Source: an optimization exercise on an open RTL-to-GDS flow (aim: small area). Production flows keep margins and buffers that such runs may drop. The RTL was checked by simulation tests, not by an equivalence proof against the original design. No activity file was given, so power comes from the tool's default toggle rates.

the previous run:
==> flow/design.v (excerpt) <==
module top(bits,clk,rst,rot_a,rot_b,reset,lcd_rs,lcd_w,lcd_e,databits);
        input [3:0]bits;
        input clk,rot_a,rot_b,reset;
        input rst;  
        output lcd_rs,lcd_w,lcd_e;
        output [3:0]databits;
        wire rot;
        wire [15:0] l1, l2;
        wire shown;
        detector D0(clk,rst,rot_a,rot_b,rot);
        wire [1:0] ph;
        calc_interface I0(bits,clk,rst,rot,reset,ph,l1,l2,shown);
        lcd_driver L0(l1,l2,shown,clk,rst,ph,lcd_rs,lcd_w,lcd_e,databits);
endmodule
Size in the first run: ~2200 cells after synthesis, ~670 flip-flops, roughly 22000 sq um of cells after synthesis.
==> flow/config.mk <==
export PLATFORM = sky130hd
export DESIGN_NAME = top
export DESIGN_NICKNAME = top
export VERILOG_FILES = /design/flow/design.v
export SDC_FILE = /design/flow/constraint.sdc
export NUM_CORES = 4
export LEC_CHECK = 0
export ABC_AREA = 1
export CAP_MARGIN = 20
export CORE_MARGIN = 2
export CORE_UTILIZATION = 55
export CTS_BUF_LIST = sky130_fd_sc_hd__clkbuf_16
export CTS_CLUSTER_DIAMETER = 100
export CTS_CLUSTER_SIZE = 30
export SLEW_MARGIN = 20
==> flow/constraint.sdc <==
create_clock -name core_clock -period 6.5 [get_ports {clk}]
set_input_delay 1.3000 -clock core_clock [delete_from_list [all_inputs] [get_ports {clk}]]
set_output_delay 1.3000 -clock core_clock [all_outputs]
set_load 0.01 [all_outputs]
run.sh (not shown) runs the stock make flow with config.mk's settings and CLKGATE_MAP_FILE= SYNTH_SCRIPT=/design/flow/synth_recipe.tcl, a recipe that flattens the netlist after the stock synthesis.
The following lists how the current run was set up differently from the previous run:
Settings: a change of CORE_UTILIZATION from 55 to 70.
==> run summary <==
- The current run finished every step from synthesis to the final layout, and the layout passed the timing, design-rule and antenna checks.
- Diff the previous run..the current run | total power draw | negligible
- Between the current run and the previous run, the switching power as a share of total power is higher for the current run.
- Compared the previous run against the current run; static leakage within noise.
- Weighted congestion reported at the end of routability-driven placement of the current run exceeds that of the previous run by a few percent.
- Critical path data arrival time: the current run > the previous run
- [compare] base=the previous run new=the current run: worst setup margin now smaller; required arrival time at the worst endpoint comparable.

========
Another version of the RTL of top (not shown whole).
Size: ~2800 cells after synthesis, about 650 flip-flops, about 16 I/O pins.
make LEC_CHECK=0 ABC_AREA=1 CAP_MARGIN=20 CORE_MARGIN=2 CORE_UTILIZATION=55 SLEW_MARGIN=20 finish   # period 6.5 ns
==> next run, changes <==
--- a/flow/config.mk
+++ b/flow/config.mk
@@ -11,2 +11,5 @@
 export CORE_UTILIZATION = 55
+export CTS_BUF_LIST = sky130_fd_sc_hd__clkbuf_8
+export CTS_CLUSTER_DIAMETER = 60
+export CTS_CLUSTER_SIZE = 20
 export SLEW_MARGIN = 20
Worst hold slack gains 8.9 ps. Power fell by about 20%. Synthesized area is unchanged. Routed wire length fell by 2.8%.
==> next run, changes <==
--- a/flow/config.mk
+++ b/flow/config.mk
@@ -11,5 +11,5 @@
 export CORE_UTILIZATION = 55
-export CTS_BUF_LIST = sky130_fd_sc_hd__clkbuf_8
-export CTS_CLUSTER_DIAMETER = 60
-export CTS_CLUSTER_SIZE = 20
+export CTS_BUF_LIST = sky130_fd_sc_hd__clkbuf_16
+export CTS_CLUSTER_DIAMETER = 100
+export CTS_CLUSTER_SIZE = 30
 export SLEW_MARGIN = 20
After rerunning:
- global-route usage drops by 0.26 points
- count of clock-buffer cells in the layout drops by 22
- hold slack is better by 6.1 ps
- worst setup slack is better by 59 ps
- via count drops by 0.44%
- wire length hardly moves

========
top, a different RTL version from the one above (not shown whole).
Size: roughly 2,100 cells after synthesis, ~16 I/O pins, ~22,000 sq um of cells after synthesis.
clock: 6.5 ns
lec_check: 0
abc_area: 1
cap_margin: 20
core_margin: 2
core_utilization: 55
cts_buf_list: sky130_fd_sc_hd__clkbuf_16
cts_cluster_diameter: 60
cts_cluster_size: 30
slew_margin: 20
The starting point completed without violations.
Next try:
Settings changed: CTS_CLUSTER_DIAMETER 60 to 100, CTS_CLUSTER_SIZE 30 to 24.
Routed wire length fell by 0.64%.
First-iteration DRC count grows by 14%.
Design area fell by 2.1%.
Setup slack gains 0.061 ns.
Clock-buffer cell count is lower by 6.
Via count shrinks by about 0.8%.
Power came out lower by about 9%.
Global-route usage drops by 0.40 points.
Clock skew fell by 0.0090 ns.
Non-clock buffer count does not change.

========
Setup of build 72:
The RTL this note starts from:
==> flow/design.v <==
module comp(A,B,lt);
        input [15:0] A,B;
        output lt;
        wire [16:0] c;
        assign c[0] = 1'b0;
        genvar i;
        generate for (i = 0; i < 16; i = i + 1) begin : g
            assign c[i+1] = (~A[i] & B[i]) | (~A[i] & c[i]) | (B[i] & c[i]);
        end endgenerate
        assign lt = c[16];
endmodule
module calc_xor(data1,data2,out);
        input [15:0] data1,data2;
        output [15:0] out;
        assign out = data1 ^ data2;
endmodule
module right_shift(X,shift,a15,R);
        input [15:0] X;
        input [3:0] shift;
        input a15;
        output [15:0] R;
        wire [3:0] top = {shift[3] | shift[2], shift[3], shift[3] & shift[2], 1'b0};   
        wire [15:0] xs = {top[3] ? {4{a15}} : X[15:12], top[2] ? {4{a15}} : X[11:8],
                          top[1] ? {4{a15}} : X[7:4], X[3:0]};
        wire s = xs[15];
        wire [15:0] asr = shift[1] ? (shift[0] ? {{3{s}}, xs[15:3]} : {{2{s}}, xs[15:2]})
                                   : (shift[0] ? {s, xs[15:1]} : xs);
        wire [15:0] z = (shift == 4'd8) ? 16'hfc00 : shift[3] ? 16'h8000 : 16'h0000;
        assign R = asr & ~z;
endmodule
module lcd_driver(l1,l2,shown,clk,rst,ph,LCD_RS,LCD_W,LCD_E,databits);
    input [15:0] l1, l2;
    input shown, clk, rst;
    output [1:0] ph;
    output reg LCD_E, LCD_RS;
    output LCD_W;
    output reg [3:0] databits;
    assign LCD_W = 1'b0;
    reg [4:0] counter;
    reg [1:0] sub;
    reg [6:0] m;
    assign ph = counter[1:0];
    wire ischar = m[5];
    wire [31:0] lbits = {l2, l1};
    wire bitv = lbits[{m[6], ~m[4:1]}];
    wire [3:0] ci = m[3:0];
    wire [3:0] cmd;
    assign cmd[3] = m[6] ? (ci == 4'd0) : ((ci == 4'd5) | (ci == 4'd9) | (ci == 4'd12));
    assign cmd[2] = m[6] ? (ci == 4'd0) : ((ci == 4'd7) | (ci == 4'd9));
    assign cmd[1] = ~m[6] & ((ci <= 4'd4) | (ci == 4'd7));
    assign cmd[0] = ~m[6] & ((ci <= 4'd2) | (ci == 4'd11));
    wire [6:0] m_next = (m == 7'd13) ? 7'd32 : (m == 7'd65) ? 7'd96 : m + 1'b1;
    always @(posedge clk) begin
      if (rst) begin
        counter <= 0; sub <= 0; m <= 0;
        LCD_E <= 0; LCD_RS <= 0; databits <= 0;
      end else begin
        counter <= counter + 1'b1;
        if (counter == 5'd31) begin
            if (sub == 2'd0) LCD_E <= 1'b0;
            if (sub == 2'd2) LCD_E <= 1'b1;
            if (sub == 2'd1) begin
                LCD_RS <= ischar;
                databits <= ~ischar ? cmd : m[0] ? {3'b000, bitv & shown} : {2'b00, shown, shown};
            end
            if (sub == 2'd2) begin
                sub <= 2'd0;
                m <= m_next;
            end else sub <= sub + 1'b1;
        end
      end
    end
endmodule
module calc_interface(bits,clk,rst,rot,reset,ph,l1,l2,shown);
        input [3:0]bits;
        input clk,rst,rot,reset;
        input [1:0] ph;
        output reg [15:0] l1, l2;
        output reg shown;
        reg prev;
        reg [1:0] phs;
        reg [2:0] op;
        reg [3:0] count;
        reg [15:0] w_data;
        reg [4:0] r_addr1, r_addr2, w_addr;
        reg [3:0] shift;
        wire click = ~prev & rot;
        wire idle = (phs == 2'd0), opnd = (phs == 2'd1), exec = (phs == 2'd2), disp = (phs == 2'd3);
        reg [15:0] word [0:31];
        reg clr;                  
        reg wact, wsel;           
        reg [1:0] wcnt;
        wire trig_a = (click & exec & (op == 3'd0)) |
                      ((click | reset) & disp & ((op == 3'd3) | (op == 3'd4)));
        wire trig_b = click & disp & (op >= 3'd5);
        wire wr = trig_a | wact;
        wire [15:0] wsrc = (wsel & ~trig_a) ? l2 : w_data;
        wire [3:0] wnib = (rst | clr) ? 4'd0 : wsrc[{ph, 2'b00} +: 4];
        integer k;
        always @(posedge clk) begin
            for (k = 0; k < 32; k = k + 1)
                word[k] <= {((rst | clr | (wr & (w_addr == k))) ? wnib : word[k][3:0]), word[k][15:4]};
        end
        always @(posedge clk) begin
            if (rst) begin clr <= 1'b1; wact <= 1'b0; wsel <= 1'b0; wcnt <= 2'd0; end
            else begin
                if (ph == 2'd3) clr <= 1'b0;
                if (trig_a) begin wact <= 1'b1; wsel <= 1'b0; wcnt <= 2'd2; end
                else if (trig_b) begin wact <= 1'b1; wsel <= 1'b1; wcnt <= 2'd3; end
                else if (wact) begin
                    if (wcnt == 2'd0) wact <= 1'b0;
                    wcnt <= wcnt - 1'b1;
                end
            end
        end
        wire selb = (exec | disp) & ((op == 3'd2) | (op == 3'd4) | (op == 3'd5) | (op == 3'd6));
        wire [3:0] cur = word[selb ? r_addr2 : r_addr1][3:0];
        wire [1:0] noff = ((op == 3'd7) & ~idle) ? shift[3:2] : 2'd0;
        wire [1:0] q = ph - noff;
        reg [15:0] a_hold, b_hold;
        always @(posedge clk) begin
            if (~selb) a_hold[{q, 2'b00} +: 4] <= cur;
            if (selb) b_hold[{ph, 2'b00} +: 4] <= cur;
        end
        reg [15:0] ra, rb;
        always @* begin
            ra = a_hold;
            if (~selb) ra[{q, 2'b00} +: 4] = cur;
            rb = b_hold;
            if (selb) rb[{ph, 2'b00} +: 4] = cur;
        end
        wire [1:0] s3 = 2'd3 - noff;      
        wire a15 = ra[{s3, 2'b11}];
        wire [15:0] cmp_res, xor_res, s_res;
        comp C0(ra, rb, cmp_res[0]);
        assign cmp_res[15:1] = 15'd0;
        calc_xor X0(ra, rb, xor_res);
        right_shift S0(ra, shift, a15, s_res);
        reg [15:0] n1, n2;
        always @* begin
            n1 = {11'd0, w_addr};
            n2 = w_data;
            case (op)
              3'd1, 3'd3: begin n1 = {11'd0, r_addr1}; n2 = ra; end
              3'd2, 3'd4: begin n1 = ra; n2 = rb; end
              3'd5: n2 = cmp_res;
              3'd6: n2 = xor_res;
              3'd7: n2 = s_res;
              default: ;
            endcase
        end
        wire show = click & disp;
        always @(posedge clk) begin
            if (show) begin l1 <= n1; l2 <= n2; end
            if (rst) shown <= 1'b0; else if (show) shown <= 1'b1;
        end
        wire c0 = (count == 4'd0), c1 = (count == 4'd1), c2 = (count == 4'd2), c3 = (count == 4'd3),
             c4 = (count == 4'd4), c5 = (count == 4'd5), c6 = (count == 4'd6), c7 = (count == 4'd7),
             c8 = (count == 4'd8), c9 = (count == 4'd9);
        wire o0 = (op == 3'd0), o1 = (op == 3'd1), o2 = (op == 3'd2), o3 = (op == 3'd3),
             o4 = (op == 3'd4), o56 = (op == 3'd5) | (op == 3'd6), o7 = (op == 3'd7);
        wire f_r1lo = ~o0 & c0;
        wire f_r1hi = ~o0 & c1;
        wire f_r2lo = (o2 | o4 | o56) & c2;
        wire f_r2hi = (o2 | o4 | o56) & c3;
        wire f_wlo = (o0 & c0) | ((o3 | o7) & c2) | ((o4 | o56) & c4);
        wire f_whi = (o0 & c1) | ((o3 | o7) & c3) | ((o4 | o56) & c5);
        wire f_sh = o7 & c4;
        wire [3:0] f_d = o0 ? {c5, c4, c3, c2} : o3 ? {c7, c6, c5, c4} : o4 ? {c9, c8, c7, c6} : 4'd0;
        wire fin = (o0 & c5) | (o1 & c1) | (o2 & c3) | (o3 & c7) | (o4 & c9) | (o56 & c5) | (o7 & c4);
        wire valid = (o0 & (count <= 4'd5)) | (o1 & (count <= 4'd1)) | (o2 & (count <= 4'd3)) |
                     (o3 & (count <= 4'd7)) | (o4 & (count <= 4'd9)) | (o56 & (count <= 4'd5)) |
                     (o7 & (count <= 4'd4));
        wire oc = click & opnd;           
        wire [3:0] bz = bits & {4{~rst}};
        wire ld_r1lo = rst | (oc & f_r1lo), ld_r1hi = rst | (oc & f_r1hi);
        wire ld_r2lo = rst | (oc & f_r2lo), ld_r2hi = rst | (oc & f_r2hi);
        wire ld_wlo = rst | (oc & f_wlo), ld_whi = rst | (oc & f_whi);
        wire [3:0] ld_d = {4{rst}} | ({4{oc}} & f_d);
        always @(posedge clk) begin
            if (ld_r1lo) r_addr1[3:0] <= bz;
            if (ld_r1hi) r_addr1[4] <= bz[0];
            if (ld_r2lo) r_addr2[3:0] <= bz;
            if (ld_r2hi) r_addr2[4] <= bz[0];
            if (ld_wlo) w_addr[3:0] <= bz;
            if (ld_whi) w_addr[4] <= bz[0];
            if (ld_d[0]) w_data[3:0] <= bz;
            if (ld_d[1]) w_data[7:4] <= bz;
            if (ld_d[2]) w_data[11:8] <= bz;
            if (ld_d[3]) w_data[15:12] <= bz;
            if (oc & f_sh) shift <= bits;   
        end
        always @(posedge clk) begin
            if (rst) begin
                prev <= 1'b1; phs <= 2'd0; count <= 4'd0;
            end else begin
                prev <= rot;
                if (reset) begin count <= 4'd0; phs <= 2'd0; end
                if (click) begin
                    if (idle) begin phs <= 2'd1; op <= bits[2:0]; end
                    else if (opnd) begin
                        if (valid) begin
                            count <= fin ? 4'd0 : count + 4'd1;
                            if (fin) phs <= 2'd2;
                        end
                    end
                    else if (exec) phs <= 2'd3;
                    else phs <= 2'd0;
                end
            end
        end
endmodule
module detector(clk,rst,rot_a,rot_b,rot);
        input clk,rst,rot_a,rot_b;
        output reg rot;
        always@(posedge clk) begin
                if(rst) rot <= 1'b0;
                else if(rot_a & rot_b) rot <= 1'b1;
                else if(~rot_a & ~rot_b) rot <= 1'b0;
        end
endmodule
module top(bits,clk,rst,rot_a,rot_b,reset,lcd_rs,lcd_w,lcd_e,databits);
        input [3:0]bits;
        input clk,rot_a,rot_b,reset;
        input rst;  
        output lcd_rs,lcd_w,lcd_e;
        output [3:0]databits;
        wire rot;
        wire [15:0] l1, l2;
        wire shown;
        detector D0(clk,rst,rot_a,rot_b,rot);
        wire [1:0] ph;
        calc_interface I0(bits,clk,rst,rot,reset,ph,l1,l2,shown);
        lcd_driver L0(l1,l2,shown,clk,rst,ph,lcd_rs,lcd_w,lcd_e,databits);
endmodule
export LEC_CHECK = 0
export ABC_AREA = 1
export CAP_MARGIN = 20
export CORE_MARGIN = 2
export CORE_UTILIZATION = 55
export CTS_BUF_LIST = sky130_fd_sc_hd__clkbuf_4 sky130_fd_sc_hd__clkbuf_8
export CTS_CLUSTER_DIAMETER = 100
export CTS_CLUSTER_SIZE = 12
export SLEW_MARGIN = 20
create_clock -name core_clock -period 6.5 [get_ports {clk}]
diff inputs: build 72 => build 22
Settings: CAP_MARGIN: 20 -> 5; CTS_BUF_LIST: sky130_fd_sc_hd__clkbuf_4 sky130_fd_sc_hd__clkbuf_8 -> sky130_fd_sc_hd__clkbuf_8; CTS_CLUSTER_SIZE: 12 -> 16; SLEW_MARGIN: 20 -> 5.
Findings:
Build 22 against build 72: flip-flop and latch share of the layout cell area increased 0.58 points; least setup slack across all paths after layout increased 74 ps; met2 global-route usage essentially unchanged; routed wire length decreased about 0.64%. Against build 72, build 22 comes in 1.3% lower on number of vias after detailed routing. In build 22 the static leakage turned out 0.11 nW lower than in build 72. Every run in the comparison, build 72 and build 22, completed the flow with a clean layout. From build 72 to build 22 the numbers moved as follows: number of DRC violations after detailed-routing iteration 0 up 104; utilization after layout shows a reduction of 0.57 points; sum of routed wire segments on met1 has decreased; global routing usage on met3 shows no meaningful change.
--- input diff build 22..build 29 ---
Settings: a change of CAP_MARGIN from 5 to 20; an added GPL_TIMING_DRIVEN of 0; a change of SLEW_MARGIN from 5 to 20.
[summary]
- Looking at total design power across build 29 and build 22, the one that comes out lower is build 22.
- Changes observed in build 29 relative to build 22: cell area power density closely matched the old numbers, transition time of the tightest slew-check pin fell 23 ps.
- Sort build 29 and build 22 by aggregate global-route resource usage, descending, and build 29 comes first.
- Route | build 29 vs build 22 | wire longer in build 29
- Build 22 has lower cell count after placement than build 29.
- Between build 22 and build 29, the cell count went up.
- The maximum clock frequency of build 29 is lower than that of build 22.
> inputs changed (build 29 -> build 80)
Settings: PLACE_DENSITY: unset -> 0.75; CORE_UTILIZATION: 55 -> 70; GPL_TIMING_DRIVEN: 0 -> unset.
[summary]
Post-layout worst setup margin (lower): build 29
Comparing build 80 and build 29, total length of routed met3 wires is lower on build 29.
Basic-gate share of the synthesized area counting and, or, nand and nor cells essentially unchanged between build 80 and build 29.
Build 80 ended with less routed wire length than build 29.
Of build 80 and build 29, the lower number of antenna cells inserted belongs to build 80.
Build 80 vs. build 29: sequential fraction of total cell area went up by 0.71 points.
Relative to build 29, count of cells along the worst register-to-register path has decreased by about 11% in build 80.
Re transition time at the pin with the least slew margin: build 80 is 160 ps up on build 29.
Build 29 -> build 80: wire length of the first global-routing pass decreased by a few percent
For build 29, the cell with the largest stage delay on the worst path was nor2_1, unlike build 80, where it was nor2_2.
Build 80 reports a higher utilization after layout than build 29 does.

==> re-timing with driven ports <==
No port has a modelled driver above. Below, the same layouts with a new extraction and two added sets of constraints. Step 1: set_driving_cell puts a clkbuf_16 on clk and a buf_2 on each other input, an assumption about the parent block. Step 2 moves the port delays by t, midway between the first and last clock arrival at a register: inputs arrive t later, outputs are due t later. That takes back most of the time a late clock gives input paths. Slacks: no drivers / after step 1 / after step 2; pairs: no drivers / after step 1.
run | shift t [ns] | setup WS [ns] | slew at the worst register clock pin (ns) | worst data-port slew with drivers (ns) | pins driven straight from the clock port
the previous run | 0.642 | 1.442 / 1.442 / 1.442 | 0.12 / 0.12 | 0.03 | 1
the current run | 0.629 | 1.414 / 1.414 / 1.204 | 0.12 / 0.12 | 0.04 | 1
the first run of note 2 | 0.699 | 2.034 / 2.034 / 1.616 | 0.07 / 0.07 | 0.07 | 1
the second run of note 2 | 0.734 | 1.983 / 1.983 / 1.638 | 0.12 / 0.12 | 0.07 | 1
the third run of note 2 | 0.645 | 2.042 / 2.042 / 1.657 | 0.12 / 0.12 | 0.07 | 1
the first run of note 3 | 0.626 | 1.551 / 1.551 / 1.551 | 0.11 / 0.11 | 0.03 | 1
the second run of note 3 | 0.655 | 1.612 / 1.612 / 1.612 | 0.11 / 0.11 | 0.03 | 1
build 72 | 0.732 | 0.645 / 0.645 / 0.645 | 0.11 / 0.11 | 0.03 | 1
build 22 | 0.707 | 0.719 / 0.719 / 0.719 | 0.12 / 0.12 | 0.03 | 1
build 29 | 0.700 | 0.543 / 0.543 / 0.543 | 0.11 / 0.11 | 0.04 | 1
build 80 | 0.658 | 0.734 / 0.734 / 0.734 | 0.11 / 0.11 | 0.04 | 1
After both steps every run listed still meets setup and hold. The setup slack of the first run of note 2, which loses most, moves by 0.000 ns with the drivers and by -0.418 ns with both steps.
